From an optimization exercise on the open Yosys and OpenROAD flow, aimed at small area; shortcuts taken in it are not production practice. The RTL was checked by simulation tests, not by an equivalence proof against the original design. The clock cells of run 1 come from the design's own scripts or RTL, not from TritonCTS. No driver is modelled on the clock port, so clock power and skew are understated where the tree is cut down; a real chip needs a root buffer or a tree. Power and IR drop assume default switching activity.

--- config.mk ---
export PLATFORM = sky130hd
export DESIGN_NAME = TopModule
export DESIGN_NICKNAME = TopModule
export VERILOG_FILES = /design/flow/design.v
export SDC_FILE = /design/flow/constraint.sdc
export NUM_CORES = 4
export LEC_CHECK = 0
export CAP_MARGIN = 0
export CORE_MARGIN = 2
export CORE_UTILIZATION = 40
export SLEW_MARGIN = 0
--- constraint.sdc ---
create_clock -name core_clock -period 10.0 [get_ports {clk}]
set_input_delay 2.0000 -clock core_clock [delete_from_list [all_inputs] [get_ports {clk}]]
set_output_delay 2.0000 -clock core_clock [all_outputs]
set_load 0.01 [all_outputs]
--- design.v ---
`timescale 1ns / 1ps
module ClockDivider(
    input clk,
    input reset,
    output reg [3:0] b,
    output wire rise_2Hz,
    output wire rise_4Hz,
    output wire rise_500Hz
);
    reg [12:0] f;
    reg [13:0] h;
    reg [5:0] q;
    wire f_end = ((f ^ 13'b1000011001111) & 13'b0101111111101) == 0;
    wire h_end = ((h ^ 14'b10010001000110) & 14'b01101111111111) == 0;
    wire q_end = ((q ^ 6'b110100) & 6'b010111) == 0;
    assign rise_4Hz   = f_end & ~b[0];
    assign rise_2Hz   = h_end & ~b[0];
    assign rise_500Hz = q_end & ~b[0];
    always @(posedge clk or posedge reset) begin
        if (reset) begin
            b <= 4'd0;
            f <= 13'b0000110011110;
            h <= 14'b00100010001100;
            q <= 6'b101000;
        end else begin
            b <= b + 4'd1;
            f <= {f[11:0], ~(f[12] ^ f[0]) ^ f_end};
            h <= {h[12:0], h[13] ^ h[12] ^ h_end};
            q <= {q[4:0], q[5] ^ q[0] ^ q_end};
        end
    end
endmodule
`timescale 1ns / 1ps
module Debouncer(
    input clk,
    input reset,
    input button,
    output wire debounce
);
    reg button_sync;
    reg button_sync_prev;
    reg [12:0] c;
    wire waiting = ~|c[11:0];
    assign debounce = waiting & c[12];
    wire fb = waiting ? (button_sync & ~button_sync_prev) : (c[12] ^ c[2]);
    always @(posedge clk or posedge reset) begin
        if (reset) begin
            button_sync <= 1'b0;
            c <= 13'd0;
        end else begin
            button_sync <= button;
            c <= {c[11:0], fb};
        end
    end
    always @(posedge clk)
        button_sync_prev <= button_sync;
endmodule
`timescale 1ns / 1ps
module refresher250ms (
    input clk,
    input rst,
    input [3:0] b,
    output wire measure,
    output wire trig_done
);
    reg [9:0] r;
    wire r_end = ((r ^ 10'b0000011010) & 10'b0111110111) == 0;
    assign measure   = r_end & (&b);
    assign trig_done = (({b, r} ^ 14'b10001000101110) & 14'b00000000111100) == 0;
    always @(posedge clk or posedge rst) begin
        if (rst)
            r <= 10'b0000110100;
        else
            r <= {r[8:0], ~(r[9] ^ r[2]) ^ r_end};
    end
endmodule
module UltraSonicSensor (
    input clk,
    input rst,
    input measure,
    input trig_done,
    input echo,
    output wire trig,
    output reg exit_car
);
    localparam IDLE = 2'b00, TRIGGER = 2'b01, WAIT = 2'b11, COUNTECHO = 2'b10;
    reg [1:0] state;
    reg below;
    reg [21:0] ecount;
    wire inIDLE = (state == IDLE);
    wire inCOUNT = (state == COUNTECHO);
    assign trig = (state == TRIGGER);
    wire zero21 = ~|ecount[20:0];
    wire wrap = ecount[21] & zero21;               
    wire at695 = ((ecount ^ 22'b1111111111000000000011) & 22'b0001001001100000000001) == 0;   
    always @(posedge clk or posedge rst) begin
        if (rst) begin
            state <= IDLE;
            exit_car <= 1'b0;
            below <= 1'b1;
        end else begin
            case (state)
                IDLE:      state <= measure ? TRIGGER : IDLE;
                TRIGGER:   state <= trig_done ? WAIT : TRIGGER;
                WAIT:      state <= echo ? COUNTECHO : WAIT;
                COUNTECHO: state <= echo ? COUNTECHO : IDLE;
            endcase
            if (inIDLE)
                exit_car <= below;
            if (inCOUNT)
                below <= (below & ~at695) | wrap;
            else if (state == WAIT)
                below <= 1'b1;
        end
    end
    always @(posedge clk)
        ecount <= {ecount[20:0], inCOUNT & (ecount[21] ^ ecount[20] ^ zero21)};
endmodule
`timescale 1ns / 1ps
module ParkingFSM (
    input wire clk,
    input wire reset,
    input wire entry_sensor,
    input wire exit_sensor,
    input wire [1:0] exit_location,
    output reg door_open,
    output reg full_light,
    output reg [3:0] current_state
);
    wire [3:0] loc_bit = 4'b0001 << exit_location;
    wire full = &current_state;
    wire leave = exit_sensor & |(current_state & loc_bit);
    wire [3:0] free = ~current_state;
    wire [3:0] take = free & ~{free[2:0], 1'b0} & ~{free[1:0], 2'b0} & ~{free[0], 3'b0};
    always @(posedge clk or posedge reset) begin
        if (reset) begin
            current_state <= 4'b0000;
            door_open <= 1'b0;
            full_light <= 1'b0;
        end else begin
            if (exit_sensor)
                current_state <= current_state & ~loc_bit;
            else if (entry_sensor)
                current_state <= current_state | take;
            door_open <= leave | (entry_sensor & ~full);
            full_light <= ~leave & entry_sensor & full;
        end
    end
endmodule
module SevenSegmentDisplay (
    input clk, input reset, input tick, input [3:0] slots,
    output reg [7:0] seg_out, output wire [4:0] anode);
    reg [1:0] mux_index;
    always @(posedge clk or posedge reset)
        if (reset) mux_index <= 2'b00;
        else if (tick) mux_index <= {mux_index[0], ~mux_index[1]};
    assign anode = {1'b0, mux_index == 2'b10, mux_index == 2'b11, mux_index == 2'b01, mux_index == 2'b00};
    function [7:0] seven_seg;
        input [2:0] num;
        case (num)
            3'd0: seven_seg = 8'b00111111;
            3'd1: seven_seg = 8'b00000110;
            3'd2: seven_seg = 8'b01011011;
            3'd3: seven_seg = 8'b01001111;
            3'd4: seven_seg = 8'b01100110;
            default: seven_seg = 8'b01000000;
        endcase
    endfunction
    wire full = &slots;
    reg [2:0] nfree;
    always @(*) case (slots)
        4'b0000: nfree = 3'd4;
        4'b0001, 4'b0010, 4'b0100, 4'b1000: nfree = 3'd3;
        4'b0011, 4'b0101, 4'b0110, 4'b1001, 4'b1010, 4'b1100: nfree = 3'd2;
        4'b1111: nfree = 3'd0;
        default: nfree = 3'd1;
    endcase
    wire [1:0] best = ~slots[0] ? 2'd0 : ~slots[1] ? 2'd1 : ~slots[2] ? 2'd2 : 2'd3;
    reg [2:0] digit;
    always @(*) begin
        case (mux_index)
            2'b00: digit = full ? 3'd5 : {1'b0, best};
            2'b01: digit = full ? 3'd5 : 3'd0;
            2'b11: digit = nfree;
            default: digit = 3'd0;
        endcase
        seg_out = seven_seg(digit);
    end
endmodule
`timescale 1ns / 1ps
module TopModule(
    input wire clk,
    input wire reset,
    input wire entry_sensor,
    input wire exit_sensor,
    input wire [1:0] exit_location,  
    output reg door_status_light,    
    output reg lot_full_light,       
    output wire [3:0] parking_state,
    output wire [7:0] seg_out,
    output wire [4:0] anode,
    input wire echo,
    output trig
);
    wire rise_2Hz, rise_4Hz, rise_500Hz;
    wire measure, trig_done;
    wire entry_pulse;
    wire exit_car;
    wire door_open, full_light;
    wire [3:0] n16;
    ClockDivider clock_divider (
        .clk(clk), .reset(reset), .b(n16),
        .rise_2Hz(rise_2Hz), .rise_4Hz(rise_4Hz), .rise_500Hz(rise_500Hz)
    );
    Debouncer entry_debouncer (
        .clk(clk), .reset(reset), .button(~entry_sensor), .debounce(entry_pulse)
    );
    refresher250ms refresher_inst (
        .clk(clk), .rst(reset), .b(n16), .measure(measure), .trig_done(trig_done)
    );
    UltraSonicSensor sensor (
        .clk(clk), .rst(reset), .measure(measure), .trig_done(trig_done),
        .echo(echo), .trig(trig), .exit_car(exit_car)
    );
    ParkingFSM parking_fsm (
        .clk(clk), .reset(reset),
        .entry_sensor(entry_pulse), .exit_sensor(exit_car), .exit_location(exit_location),
        .door_open(door_open), .full_light(full_light), .current_state(parking_state)
    );
    reg [4:0] door_step;
    wire door_end = ~|(door_step & 5'b10110);
    always @(posedge clk or posedge reset) begin
        if (reset) begin
            door_status_light <= 1'b0;
            door_step <= 5'b00000;
        end else if (door_open) begin
            door_status_light <= 1'b1;
            door_step <= 5'b00010;
        end else if (rise_4Hz && (door_status_light || !door_end)) begin
            door_status_light <= ~door_status_light;
            if (!door_status_light)
                door_step <= {door_step[3:0], ~(door_step[4] ^ door_step[0])};
        end
    end
    reg [1:0] full_step;
    always @(posedge clk or posedge reset) begin
        if (reset) begin
            lot_full_light <= 1'b0;
            full_step <= 2'b00;
        end else if (full_light) begin
            lot_full_light <= 1'b1;
            full_step <= 2'b11;
        end else if (rise_2Hz && (lot_full_light || full_step[1])) begin
            lot_full_light <= ~lot_full_light;
            if (!lot_full_light)
                full_step <= {full_step[0], 1'b0};
        end
    end
    SevenSegmentDisplay seven_segment_display (
        .clk(clk), .reset(reset), .tick(rise_500Hz), .slots(parking_state),
        .seg_out(seg_out), .anode(anode)
    );
endmodule
--- flow/run.sh ---
#!/bin/bash
set -euo pipefail
export BUFFER_PORTS_ARGS="-buffer_cell sky130_fd_sc_hd__buf_1"
export CTS_ARGS="-sink_clustering_enable -repair_clock_nets -dont_use_dummy_load"
export POST_CTS_TCL="$(pwd)/flow/clocktree.tcl"
export FLOW_CLK_GROUPS=3
export POST_FLOORPLAN_TCL="$(pwd)/flow/restructure.tcl"
bash standard.sh finish > standard_flow.log 2>&1
--- flow/clocktree.tcl ---
# Replace the clock tree that clock tree synthesis built with a flatter one:
# the register clock pins are split by position into FLOW_CLK_GROUPS groups,
# each driven by one clkbuf_16 placed at the group's centre; the clock port
# feeds only these buffers. Every register keeps the same buffer depth (one),
# so no register's clock is delayed on purpose against the others.
set db [ord::get_db]
set block [[$db getChip] getBlock]
set k $::env(FLOW_CLK_GROUPS)
set clk [$block findNet clk]
set master [$db findMaster sky130_fd_sc_hd__clkbuf_16]
# the buffers and nets clock tree synthesis made
set cts_insts {}
foreach inst [$block getInsts] {
  if {[regexp {^clkbuf_[0-9]+_[0-9_]*(_f_)?clk$} [$inst getName]]} { lappend cts_insts $inst }
}
set nets [list $clk]
foreach n [$block getNets] { if {[string match clknet_* [$n getName]]} { lappend nets $n } }
set sinks {}
foreach n $nets {
  foreach it [$n getITerms] {
    set inst [$it getInst]
    if {[lsearch -exact $cts_insts $inst] >= 0} { continue }
    set loc [$inst getLocation]
    lappend sinks [list [lindex $loc 0] [lindex $loc 1] $it]
  }
}
puts "clocktree: removing [llength $cts_insts] clock tree buffers, [llength $sinks] sinks"
foreach inst $cts_insts {
  foreach it [$inst getITerms] { if {[$it getNet] ne "NULL"} { $it disconnect } }
  odb::dbInst_destroy $inst
}
foreach s $sinks { [lindex $s 2] disconnect }
foreach n $nets { if {$n ne $clk} { odb::dbNet_destroy $n } }
set sorted [lsort -integer -index 0 $sinks]
set n [llength $sorted]
for {set g 0} {$g < $k} {incr g} {
  set grp [lrange $sorted [expr {$g * $n / $k}] [expr {($g + 1) * $n / $k - 1}]]
  set sx 0; set sy 0
  foreach s $grp { incr sx [lindex $s 0]; incr sy [lindex $s 1] }
  set cx [expr {$sx / [llength $grp]}]; set cy [expr {$sy / [llength $grp]}]
  set bnet [odb::dbNet_create $block "clknet_grp$g"]
  $bnet setSigType CLOCK
  set buf [odb::dbInst_create $block $master "clkbuf_grp$g"]
  $buf setLocation $cx $cy
  $buf setPlacementStatus PLACED
  [$buf findITerm A] connect $clk
  [$buf findITerm X] connect $bnet
  foreach s $grp { [lindex $s 2] connect $bnet }
  puts "clocktree: group $g, [llength $grp] sinks, buffer at $cx $cy"
}
detailed_placement
check_placement -verbose
estimate_parasitics -placement
report_clock_skew
report_check_types -max_slew -max_capacitance -violators
--- flow/downsize.tcl ---
# Swap every logic cell the synthesis sized up for its smallest drive-strength
# variant (same function and pins); the placement's repair_design sizes up
# again wherever slew, capacitance or timing needs it. Taps, fills and clock
# buffers are left alone.
set db [ord::get_db]
set block [[$db getChip] getBlock]
set dont_use [split $::env(DONT_USE_CELLS)]
set swapped 0
set saved 0
foreach inst [$block getInsts] {
  set m [$inst getMaster]
  set name [$m getName]
  if {![regexp {^(sky130_fd_sc_hd__[a-z0-9]+)_([0-9]+)$} $name -> base drv]} { continue }
  if {[regexp {tap|fill|decap|clkbuf|clkinv|clkdly|diode|conb} $base]} { continue }
  set best ""
  set bestw [$m getWidth]
  foreach d {0 1 2 4} {
    set cname ${base}_$d
    if {$cname eq $name} { continue }
    set cand [$db findMaster $cname]
    if {$cand eq "NULL" || $cand eq ""} { continue }
    set bad 0
    foreach pat $dont_use { if {$pat ne "" && [string match $pat $cname]} { set bad 1 } }
    if {$bad} { continue }
    if {[$cand getWidth] < $bestw} { set best $cand; set bestw [$cand getWidth] }
  }
  if {$best ne ""} {
    puts "downsize: [$inst getName] $name -> [$best getName]"
    incr saved [expr {[$m getWidth] - $bestw}]
    $inst swapMaster $best
    incr swapped
  }
}
puts "downsize: swapped $swapped cells, [expr {$saved / 1000.0}] um of row width saved"

# A half adder whose SUM output drives nothing computes only COUT = A & B:
# replace it with an and2 (and one whose COUT drives nothing with an xor2).
proc my_net_unused {net} {
  if {$net eq "NULL" || $net eq ""} { return 1 }
  return [expr {[llength [$net getITerms]] <= 1 && [llength [$net getBTerms]] == 0}]
}
set and2 [$db findMaster sky130_fd_sc_hd__and2_1]
set xor2 [$db findMaster sky130_fd_sc_hd__xor2_1]
set nha 0
foreach inst [$block getInsts] {
  if {[[$inst getMaster] getName] ne "sky130_fd_sc_hd__ha_1"} { continue }
  set a [[$inst findITerm A] getNet]
  set b [[$inst findITerm B] getNet]
  set s [[$inst findITerm SUM] getNet]
  set c [[$inst findITerm COUT] getNet]
  if {[my_net_unused $s]} {
    set out $c; set m $and2
  } elseif {[my_net_unused $c]} {
    set out $s; set m $xor2
  } else { continue }
  set name [$inst getName]
  foreach t [$inst getITerms] { if {[$t getNet] ne "NULL"} { $t disconnect } }
  foreach n [list $s $c] { if {$n ne "NULL" && $n ne "" && $n ne $out && [llength [$n getITerms]] == 0 && [llength [$n getBTerms]] == 0} { odb::dbNet_destroy $n } }
  odb::dbInst_destroy $inst
  set new [odb::dbInst_create $block $m $name]
  [$new findITerm A] connect $a
  [$new findITerm B] connect $b
  [$new findITerm X] connect $out
  puts "downsize: half adder $name -> [$m getName]"
  incr nha
}
puts "downsize: replaced $nha half adders"
--- flow/libfilter.py ---
# libfilter.py IN.lib OUT.lib PATTERN... : copy a liberty file without the cells
# whose names match any of the (glob) patterns.
import sys, re, fnmatch
src, dst, pats = sys.argv[1], sys.argv[2], sys.argv[3:]
text = open(src).read()
starts = [m.start() for m in re.finditer(r'^    cell \(', text, re.M)]
end = text.rstrip().rfind('}')          # the library group's closing brace
out = [text[:starts[0]]]
bounds = starts + [end]
dropped = 0
for a, b in zip(bounds, bounds[1:]):
    name = re.match(r'    cell \("?([^")]+)"?\)', text[a:]).group(1)
    if any(fnmatch.fnmatch(name, p) for p in pats):
        dropped += 1
        continue
    out.append(text[a:b])
out.append(text[end:])
open(dst, 'w').write(''.join(out))
print('libfilter: dropped %d cells' % dropped)
--- flow/restructure.tcl ---
# Re-map the combinational logic for area with OpenROAD's ABC-based restructure,
# on a copy of the liberty file without the platform's don't-use cells, then
# run downsize.tcl.
set here [file dirname [info script]]
set lib [lindex $::env(LIB_FILES) 0]
set wd $::env(OBJECTS_DIR)/restructure
file mkdir $wd
set flib $wd/restructure.lib
exec python3 $here/libfilter.py $lib $flib {*}$::env(DONT_USE_CELLS) >@ stdout
set lo [join $::env(TIELO_CELL_AND_PORT) "/"]
set hi [join $::env(TIEHI_CELL_AND_PORT) "/"]
set_dont_use $::env(DONT_USE_CELLS)
log_cmd restructure -target area -liberty_file $flib -tielo_port $lo -tiehi_port $hi -work_dir $wd -abc_logfile $wd/abc.log
source $here/downsize.tcl
--- standard.sh ---
#!/bin/bash
# synth_recipe.tcl (not shown) runs the flow's synth.tcl, then flattens the netlist and writes it again
# the make line also repeats each setting of config.mk as NAME=value (left out here)
make -C /OpenROAD-flow-scripts/flow DESIGN_CONFIG=/design/flow/config.mk WORK_HOME=/design/flow/orfs CLKGATE_MAP_FILE= SYNTH_SCRIPT=/design/flow/synth_recipe.tcl "${@:-finish}"
==> results.toml, run 1 <==
[finish]
n_antenna_cell = 0
ff_latch_area_um2 = 2530
areaGrowthSynthToFinish_pct = 2.40
nFillCells = 835
final_nets = 304
multi_input_area_um2 = 761
final_core_util = 0.426
drive_above_1_share = 0.0712

[place]
place_ws_ns = 5.78
dp.final_hpwl_mm = 3.45
gp_routability_congestion = 0.799
port_buffers = 23

[power_and_ir_drop]
peakVddDrop_uv = 164
power_density_nw_per_um2 = 173
power.leakage_nw = 1.56

[grt]
grt_overflow = 0
antenna_found_initial = 0
grt_use_total = 0.106
grt_pass1_wl_mm = 8.74
grt_max_degree = 83
grt_pass1_vias = 1987

[logic_synthesis]
yosys-top-cells-count = "66 x dfrtp_1, 23 x dfxtp_1, 16 x dfstp_2, 12 x inv_1, 12 x o21ai_0"
synthCells = 264
netlist_area_um2 = 3640
ys_types = 61
yosysSeqAreaShare = 0.695
yosys-top-cells-area = "dfrtp_1 45%, dfxtp_1 13%, dfstp_2 12%"
ys_dominant_reg_cell = "dfrtp_1"
synth-edff-count = 0
syn_area_per_cell_um2 = 13.8
yosys_warnings = 7
synth.most_common_cell = "dfrtp_1"
synth_top_cell_by_area = "dfrtp_1"
async_flop_share = 0.781
synth-seq-cells = 105
synth_top_area_share = 0.453

[floorplan]
initial_core_util = 0.416
die_y_um = 99.4
io_pins = 27
rows = 34
dieArea_um2 = 9890
core_area_um2 = 8760
dieWidth_um = 99.4

[route]
drc = 0
num_vias = 1940
ant_nets = 0
wl_per_cell_um = 12.0
via_per_inst = 4.81
dr.pass1.iters = 4
routed_wl_mm = 4.83
drt_iter0_markers = 76

[hold_path]
hold_class = "register to register"
hold_depth = 0
holdPathEnd = "sensor.ecount[20]"
min_from = "sensor.ecount[19]"

[setup_path]
start_kind = "register"
r2r_cells = 5
r2r_end = "sensor.ecount[0]"
r2r_start = "sensor.ecount[19]"
crit_type = "register to output pin"
crit_path_max_fanout = 7
critPathRequiredTime_ns = 8.00
ff2ff_setup_slack_ns = 7.85
critPathArrivalTime_ns = 2.49
endpoint_kind = "output pin"

[clocking]
insertion_delay_ns = 0.17
clock_sink_count = 105
cts.clk_slew.worst_paths_ns = 0.12

[sta]
fmaxAchievable_mhz = 223
tightest_slew_ns = 0.990
layout_setup_ws_ns = 5.51
final.setup.tns_ns = 0
clock_skew_ns = 0.00778
min_period_ns = 4.49
setup_viol = 0
rsz0062_at_grt = "no"
drv_slew = 0
slew_headroom = 0.331
fin_crit_sh = 0.449
hold_violations = 0

[status]
status = "complete, no violations"

[flow_run]
cap_violations = 0
-- through the flow --
stage / std cells / power, mW / cell area, um2 / hold WS [ns]
floorplan: 265 / 0.493 / 3650 / 0.323
global route: 403 / 0.681 / 3730 / 0.361
global placement: 400 / 0.505 / 3650 / 0.328
finish: 403 / 0.646 / 3730 / 0.353
detailed placement: 400 / 0.505 / 3650 / 0.332
-- power by group --
part	internal, mW	total [mW]	switching (mW)
combinational	0.0113	0.0300	0.0187
sequential	0.451	0.467	0.0154
clock	0.0560	0.149	0.0927
total	0.519	0.646	0.127
-- critical path, cell delays in order (launching register included) --
cell      delay (ns)
dfrtp_1         0.49
clkinv_1        0.17
nor2_1          0.21
clkinv_1        0.17
nor3_1          0.40
a21oi_1         0.08
o22ai_1         0.32
clkinv_1        0.15
o22ai_1         0.15
buf_1           0.17
-- routing by layer --
metal,wire (um),vias up,part of all wire,global-route usage
met5,0,-,0,0
met4,30,0,0.0062,0.0190
met3,120,4,0.025,0.0197
met2,2230,20,0.46,0.176
met1,2450,936,0.51,0.148
li1,-,980,-,-
-- how the worst max path moves through the flow --
stage | startpoint | to | slack [ns] | cells past startpoint
floorplan | reset | clock_divider.b[0] | 5.92 | 1
global placement | parking_fsm.current_state[0] | seg_out[2] | 5.92 | 9
detailed placement | parking_fsm.current_state[0] | seg_out[2] | 5.78 | 9
global route | parking_fsm.current_state[0] | seg_out[2] | 5.18 | 9
finish | parking_fsm.current_state[0] | seg_out[2] | 5.51 | 9
-- logic make-up after synthesis --
logic type / synth area share
XOR/XNOR: 0.0265
AND/OR/NAND/NOR: 0.137
other: 0.00103
AO/OA/AOI/OAI: 0.0763
buffers and inverters: 0.0261
adder cells (fa/ha/maj): 0.0172
multiplexers: 0.0210
flip-flops: 0.695
-- sequential cells by signal, indices dropped and copies added, names as in the netlist, 2 cells and up --
name                             count
clock_divider.q                      6
parking_fsm.current_state            4
clock_divider.b                      4
clock_divider.h                     14
entry_debouncer.c                   13
clock_divider.f                     13
refresher_inst.r                    10
door_step                            5
sensor.state                         2
seven_segment_display.mux_index      2
sensor.ecount                       22
full_step                            2
-- cells in the final DEF, fill, tap and decap left out, drive strengths merged, types with 8 or more instances in the layout --
cell type / instances
dfrtp: 66
nor2: 22
clkinv: 35
dfxtp: 23
or4: 10
o21ai: 11
buf: 24
nand2: 9
o22ai: 8
dfstp: 16
-- layout make-up --
cell class | count | share of cell area
inverter | 35 | 0.0356
sequential | 105 | 0.679
buffer | 3 | 0.0201
tap | 108 | 0.0362
timing repair buffer | 24 | 0.0252
multi-input combinational | 128 | 0.204
==> run 2: changes to the inputs <==
==> flow/run.sh (replaced) <==
#!/bin/bash
set -euo pipefail
export BUFFER_PORTS_ARGS="-buffer_cell sky130_fd_sc_hd__buf_1"
export CTS_ARGS="-sink_clustering_enable -repair_clock_nets -dont_use_dummy_load"
export PRE_CTS_TCL="$(pwd)/flow/clocktree.tcl"
export FLOW_CLK_GROUPS=2
export POST_FLOORPLAN_TCL="$(pwd)/flow/restructure.tcl"
bash standard.sh finish > standard_flow.log 2>&1
==> flow/clocktree.tcl (replaced) <==
# Clock distribution: split the register clock pins on the clock port's net
# into FLOW_CLK_GROUPS groups by position and drive each group from its own
# clkbuf_16 placed at the group's centre; the clock port then feeds only these
# buffers. Clock tree synthesis runs afterwards on what is left.
set db [ord::get_db]
set block [[$db getChip] getBlock]
set k $::env(FLOW_CLK_GROUPS)
set net [$block findNet clk]
set master [$db findMaster sky130_fd_sc_hd__clkbuf_16]
set sinks {}
foreach it [$net getITerms] {
  set loc [[$it getInst] getLocation]
  lappend sinks [list [lindex $loc 0] [lindex $loc 1] $it]
}
puts "clocktree: [llength $sinks] sinks on clk"
# split into k groups along x, then each group is one cluster
set sorted [lsort -integer -index 0 $sinks]
set n [llength $sorted]
for {set g 0} {$g < $k} {incr g} {
  set lo [expr {$g * $n / $k}]
  set hi [expr {($g + 1) * $n / $k - 1}]
  set grp [lrange $sorted $lo $hi]
  set sx 0; set sy 0
  foreach s $grp { incr sx [lindex $s 0]; incr sy [lindex $s 1] }
  set cx [expr {$sx / [llength $grp]}]; set cy [expr {$sy / [llength $grp]}]
  set bnet [odb::dbNet_create $block "clk_grp$g"]
  $bnet setSigType CLOCK
  set buf [odb::dbInst_create $block $master "clkbuf_grp$g"]
  $buf setLocation $cx $cy
  $buf setPlacementStatus PLACED
  foreach s $grp { set it [lindex $s 2]; $it disconnect; $it connect $bnet }
  [$buf findITerm A] connect $net
  [$buf findITerm X] connect $bnet
  puts "clocktree: group $g, [llength $grp] sinks, buffer at $cx $cy"
}
==> run 2 against run 1 <==
Flip-flop and latch count unchanged. Hold slack worse by 0.030 ns. Synthesized area unchanged. Via count up 3.1%. Sequential share of layout area shrank 2.7 points. Critical path type unchanged. Critical endpoint unchanged. Largest cell class unchanged.
==> results.toml, run 2 <==
[finish]
post-route-cell-area_um2 = 3880
areaGrowthSynthToFinish_pct = 6.63
multi_input_area_um2 = 761
ff_latch_area_um2 = 2530
final_core_util = 0.443
layout_commonest_cell = "dfrtp_1"
final_nets = 316
n_antenna_cell = 0
nFillCells = 815
layout_common_cells = "66 x dfrtp_1, 34 x clkinv_1, 23 x dfxtp_1, 23 x buf_1, 22 x nor2_1"
top_regs = "sensor.ecount: 22 flops, clock_divider.h: 14 flops"
regMostFlops = "sensor.ecount"
drive_above_1_share = 0.107
largest_register_ff_count = 22
layoutNonFillerInstCount = 415

[sta]
drv_slew = 0
hold_violations = 0
min_period_ns = 4.91
tightest_slew_ns = 0.972
fin_crit_sh = 0.491
final.setup.tns_ns = 0
setup_viol = 0
rsz0062_at_grt = "no"
clock_skew_ns = 0.0346
fmaxAchievable_mhz = 204
slew_headroom = 0.344

[route]
dr.pass1.iters = 4
num_vias = 2001
wl_per_cell_um = 12.3
drt_iter0_markers = 84
routed_wl_mm = 5.10
drc = 0
via_per_inst = 4.82
ant_nets = 0

[logic_synthesis]
synth_adder_area_share = 0.0172
synth.most_common_cell = "dfrtp_1"
synth_top_area_share = 0.453
synth-compound-area-share = 0.0763
synthCells = 264
ys_types = 61
yosys_warnings = 7
ys_dominant_reg_cell = "dfrtp_1"
synth-edff-count = 0
synth_simple_gate_area_frac = 0.137
synth-seq-cells = 105
async_flop_share = 0.781
synth_top_cell_by_area = "dfrtp_1"
yosys-top-cells-count = "66 x dfrtp_1, 23 x dfxtp_1, 16 x dfstp_2, 12 x inv_1, 12 x o21ai_0"
netlist_area_um2 = 3640
syn_area_per_cell_um2 = 13.8
synth.area.mux_share = 0.0210
synth_xor_area_frac = 0.0265
yosysSeqAreaShare = 0.695
synth_top_family_by_area = "simple AND/OR/NAND/NOR gates"
yosys-top-cells-area = "dfrtp_1 45%, dfxtp_1 13%, dfstp_2 12%"

[setup_path]
ff2ff_setup_slack_ns = 7.85
r2r_cells = 5
r2r_end = "sensor.ecount[0]"
critPathRequiredTime_ns = 8.00
endpoint_kind = "output pin"
start_kind = "register"
r2r_start = "sensor.ecount[19]"
crit_path_max_fanout = 7
critPathArrivalTime_ns = 2.91
crit_type = "register to output pin"

[floorplan]
dieWidth_um = 99.4
rows = 34
core_area_um2 = 8760
dieArea_um2 = 9890
initial_core_util = 0.416
die_y_um = 99.4
io_pins = 27

[grt]
antenna_found_initial = 0
grt_max_degree = 83
grt_pass1_vias = 2070
grt_pass1_wl_mm = 9.05
grt_overflow = 0
grt_use_total = 0.111

[place]
place_inst = 400
port_buffers = 23
gp_routability_congestion = 0.799
dp.final_hpwl_mm = 3.45
dpl-instance-area_um2 = 3650

[clocking]
insertion_delay_ns = 0.64
cts_resized = 0
cts_tree = "built"
postCtsSetupRepairBufs = 0
postCtsHoldBufs = 0
cts.clk_slew.worst_paths_ns = 0.10

[status]
status = "complete, no violations"

[power_and_ir_drop]
power_density_nw_per_um2 = 200
peakVddDrop_uv = 124
power.leakage_nw = 1.64

[hold_path]
hold_class = "register to register"
hold_depth = 0
holdPathEnd = "refresher_inst.r[5]"
min_from = "refresher_inst.r[4]"

[flow_run]
cap_violations = 0
run 2: cell counts after synthesis:
No cell type changed its count.
run 2: metal layers:
| metal | vias to the layer above | GRT usage | wire length (um) |
|---|---|---|---|
| met2 | 37 | 0.168 | 2280 |
| met1 | 959 | 0.156 | 2560 |
| met5 | - | 0 | 0 |
| met3 | 9 | 0.0316 | 187 |
| met4 | 0 | 0.0358 | 76 |
| li1 | 996 | - | - |
run 2: area by class of cell, clock buffers not listed:
cell class	instances	share of cell area
well taps	108	0.0348
multi-input cells	128	0.196
inverters	35	0.0341
flip-flops and latches	105	0.652
plain buffers	2	0.0129
repair buffers	24	0.0242
run 2: per-stage QoR:
stage / worst slack, ns / power (mW) / hold WS (ns)
global route: 4.73 / 0.816 / 0.322
CTS: 5.11 / 0.790 / 0.327
detailed placement: 5.78 / 0.505 / 0.332
finish: 5.09 / 0.775 / 0.323
floorplan: 5.92 / 0.493 / 0.323
global placement: 5.92 / 0.505 / 0.328
run 2: kinds of logic after synthesis:
family | Yosys count
fa+ha+maj | 5
flops | 105
buf+inv | 21
simple gates | 74
other cells | 1
compound gates | 41
mux | 6
xor+xnor | 11
run 2: how the worst max path moves through the flow:
| stage | from | end |
|---|---|---|
| final | parking_fsm.current_state[0] | seg_out[2] |
| after detailed placement | parking_fsm.current_state[0] | seg_out[2] |
| after CTS | parking_fsm.current_state[0] | seg_out[2] |
| after floorplan | reset | clock_divider.b[0] |
| after global routing | parking_fsm.current_state[0] | seg_out[2] |
| after global placement | parking_fsm.current_state[0] | seg_out[2] |
run 2: power breakdown:
group | switching (mW) | internal (mW) | leakage, nW | total (mW)
sequential | 0.0154 | 0.452 | 1.19 | 0.467
combinational | 0.0181 | 0.0113 | 0.331 | 0.0294
clock | 0.129 | 0.150 | 0.118 | 0.279
total | 0.163 | 0.612 | 1.64 | 0.775
run 2: critical path, stage by stage, from the launching register on:
cell	delay (ns)
dfrtp_1	0.47
clkinv_1	0.17
nor2_1	0.20
clkinv_1	0.17
nor3_1	0.41
a21oi_1	0.08
o22ai_1	0.31
clkinv_1	0.15
o22ai_1	0.15
buf_1	0.17
==> run 3: changes to the inputs <==
==> flow/run.sh (replaced) <==
#!/bin/bash
set -euo pipefail
export BUFFER_PORTS_ARGS="-buffer_cell sky130_fd_sc_hd__buf_1"
export CTS_ARGS="-sink_clustering_enable -repair_clock_nets -dont_use_dummy_load"
export POST_FLOORPLAN_TCL="$(pwd)/flow/restructure.tcl"
bash standard.sh finish > standard_flow.log 2>&1
removed: flow/clocktree.tcl
==> run 3 against run 2 <==
Still clean. Synthesized area is the same. Clock power fell by about 30%. Routed wire length fell by 0.84%. Cell count down 1.4%. Critical path type unchanged.
==> results.toml, run 3 <==
[status]
status = "complete, no violations"

[clocking]
cts_root_buffer = "clkbuf_8"
cts_buffers = 9
insertion_delay_ns = 0.35
cts_resized = 0
htreeDepth = 3
cts.clk_slew.worst_paths_ns = 0.08
postCtsSetupRepairBufs = 0
cts_tree = "built"
clock_path_buffers = 2
postCtsHoldBufs = 0
clock_sink_count = 105

[route]
ant_nets = 0
routed_wl_mm = 5.06
wl_per_cell_um = 12.4
via_per_inst = 4.87
drc = 0
drt_iter0_markers = 92
dr.pass1.iters = 4
num_vias = 1993

[sta]
fmaxAchievable_mhz = 216
drv_slew = 0
slew_headroom = 0.339
tightest_slew_ns = 0.980
fin_crit_sh = 0.463
clock_skew_ns = 0.0326
hold_violations = 0
setup_viol = 0
min_period_ns = 4.63
rsz0062_at_grt = "no"
final.setup.tns_ns = 0

[finish]
top_regs = "sensor.ecount: 22 flops, clock_divider.h: 14 flops"
layout_common_cells = "66 x dfrtp_1, 34 x clkinv_1, 23 x dfxtp_1, 23 x buf_1, 22 x nor2_1"
largest_register_ff_count = 22
final_nets = 310
n_antenna_cell = 0
regMostFlops = "sensor.ecount"
post-route-cell-area_um2 = 3780
nFillCells = 833
layout_commonest_cell = "dfrtp_1"
areaGrowthSynthToFinish_pct = 3.74
drive_above_1_share = 0.0897

[place]
dp.final_hpwl_mm = 3.45
dpl-instance-area_um2 = 3650
gp_routability_congestion = 0.799
port_buffers = 23

[floorplan]
initial_core_util = 0.416
rows = 34
dieWidth_um = 99.4
dieArea_um2 = 9890
io_pins = 27
die_y_um = 99.4
core_area_um2 = 8760

[setup_path]
crit_slowest_cell = "dfrtp_1"
crit_type = "register to output pin"
critPathArrivalTime_ns = 2.63
critical-path-top-delay-family = "buffers and inverters"
crit_path_cell_trace = "clkinv_1 > nor2_1 > clkinv_1 > nor3_1 > a21oi_1 > o22ai_1 > clkinv_1 > o22ai_1 > buf_1"
critPathRequiredTime_ns = 8.00
cp-endpoint = "seg_out[2]"
crit_path_max_fanout = 7
crit_buf_inv = 4
r2r_end = "sensor.ecount[0]"
r2r_cells = 5
endpoint_kind = "output pin"
startpoint = "parking_fsm.current_state[0]"
r2r_start = "sensor.ecount[19]"
cp.depth = 9
ff2ff_setup_slack_ns = 7.85
max_stage_delay_ns = 0.47
crit_path_frequent_cell = "clkinv_1"
start_kind = "register"

[power_and_ir_drop]
p_total_mw = 0.691
power_density_nw_per_um2 = 183
peakVddDrop_uv = 92.7
power.leakage_nw = 1.58

[grt]
grt_pass1_wl_mm = 8.98
grt_use_total = 0.114
antenna_found_initial = 0
grt_max_degree = 83
grt_pass1_vias = 2031
grt_overflow = 0

[logic_synthesis]
yosys-top-cells-count = "66 x dfrtp_1, 23 x dfxtp_1, 16 x dfstp_2, 12 x inv_1, 12 x o21ai_0"
synth.most_common_cell = "dfrtp_1"
yosysSeqAreaShare = 0.695
synth-edff-count = 0
ys_dominant_reg_cell = "dfrtp_1"
async_flop_share = 0.781
ys_types = 61
yosys_warnings = 7
synth_top_cell_by_area = "dfrtp_1"
netlist_area_um2 = 3640
synth-seq-cells = 105
syn_area_per_cell_um2 = 13.8
yosys-top-cells-area = "dfrtp_1 45%, dfxtp_1 13%, dfstp_2 12%"
synthCells = 264
synth_top_area_share = 0.453

[hold_path]
hold_class = "register to register"

[flow_run]
cap_violations = 0
==> run 3: cell counts after synthesis <==
No cell type changed its count.
==> run 3: power by group <==
group,internal (mW),switching [mW]
registers,0.452,0.0153
clock network,0.0810,0.113
logic,0.0113,0.0188
==> run 3: worst register-to-register path, delay by kind of cell, from the launching register on <==
| kind | cells | cell delay, ns |
|---|---|---|
| AND/OR/NAND/NOR | 5 | 1.74 |
| flip-flops | 1 | 0.32 |
==> run 3: how the worst min path moves through the flow <==
stage                   startpoint                  end  slack (ns)  cells after the start
3_3_place_gp     sensor.ecount[19]    sensor.ecount[20]        0.33                      0
6_report       clock_divider.h[10]  clock_divider.h[11]        0.33                      0
3_5_place_dp      sensor.ecount[2]     sensor.ecount[3]        0.33                      0
4_1_cts        clock_divider.h[10]  clock_divider.h[11]        0.34                      0
2_1_floorplan     sensor.ecount[9]    sensor.ecount[10]        0.32                      0
5_1_grt        clock_divider.f[10]  clock_divider.f[11]        0.36                      0
==> run 3: logic make-up (layout without fill, tap and decap cells) <==
| family | count (synthesis) | count (layout) | synth area share |
|---|---|---|---|
| multiplexers | 6 | 0 | 0.0210 |
| other | 1 | 4 | 0.00103 |
| flip-flops | 105 | 105 | 0.695 |
| XOR/XNOR | 11 | 7 | 0.0265 |
| AO/OA/AOI/OAI | 41 | 48 | 0.0763 |
| adder cells (fa/ha/maj) | 5 | 0 | 0.0172 |
| AND/OR/NAND/NOR | 74 | 69 | 0.137 |
| buffers and inverters | 21 | 68 | 0.0261 |
==> run 3: metal layers <==
layer,global-route usage,wire (um),vias up
met4,0.0506,29,0
met3,0.0365,178,4
met5,0,0,-
met2,0.173,2340,38
met1,0.152,2510,967
li1,-,-,984
==> run 3: metrics by stage <==
stage / util / hold slack (ns) / setup WS [ns] / instances
after floorplan: - / 0.323 / 5.92 / 265
after global placement: 0.417 / 0.328 / 5.92 / 400
final: 0.431 / 0.334 / 5.37 / 409
after global routing: 0.431 / 0.357 / 5.04 / 409
after CTS: 0.431 / 0.337 / 5.41 / 409
after detailed placement: 0.417 / 0.332 / 5.78 / 400
==> run 3: layout make-up <==
cell class / instances / area (um2) / area share
clock buffers: 9 / 124 / 0.0328
inverters: 35 / 133 / 0.0351
multi-input cells: 128 / 761 / 0.201
flip-flops and latches: 105 / 2530 / 0.670
well taps: 108 / 135 / 0.0358
repair buffers: 24 / 93.8 / 0.0248

-- re-timing with driven ports --
No port has a modelled driver above. Below, the same layouts with a new extraction and two added sets of constraints. Step 1 (the two cells are an assumption about what drives the block):
set clk [get_ports {clk}]
set_driving_cell -lib_cell sky130_fd_sc_hd__clkbuf_16 $clk
set_driving_cell -lib_cell sky130_fd_sc_hd__buf_2 [delete_from_list [all_inputs] $clk]
Step 2, shift: input delay + t, output delay - t, t = (earliest + latest rising clock arrival at the registers) / 2. This alone moves slack from input paths to output paths. Three values: ideal ports, drivers, drivers and shift; two values: the first two.
run	shift t [ns]	slack for setup (ns)	worst hold slack (ns)	latest minus earliest clock arrival (ns)	pins driven straight from the clock port
run 1	0.226	5.507 / 5.451 / 5.676	0.353 / 0.353 / 0.353	0.009 / 0.009	3
run 2	0.647	5.093 / 5.067 / 5.715	0.323 / 0.323 / 0.323	0.034 / 0.035	1
run 3	0.368	5.370 / 5.341 / 5.709	0.334 / 0.334 / 0.334	0.035 / 0.036	1
After both steps setup and hold are still met in every run listed.
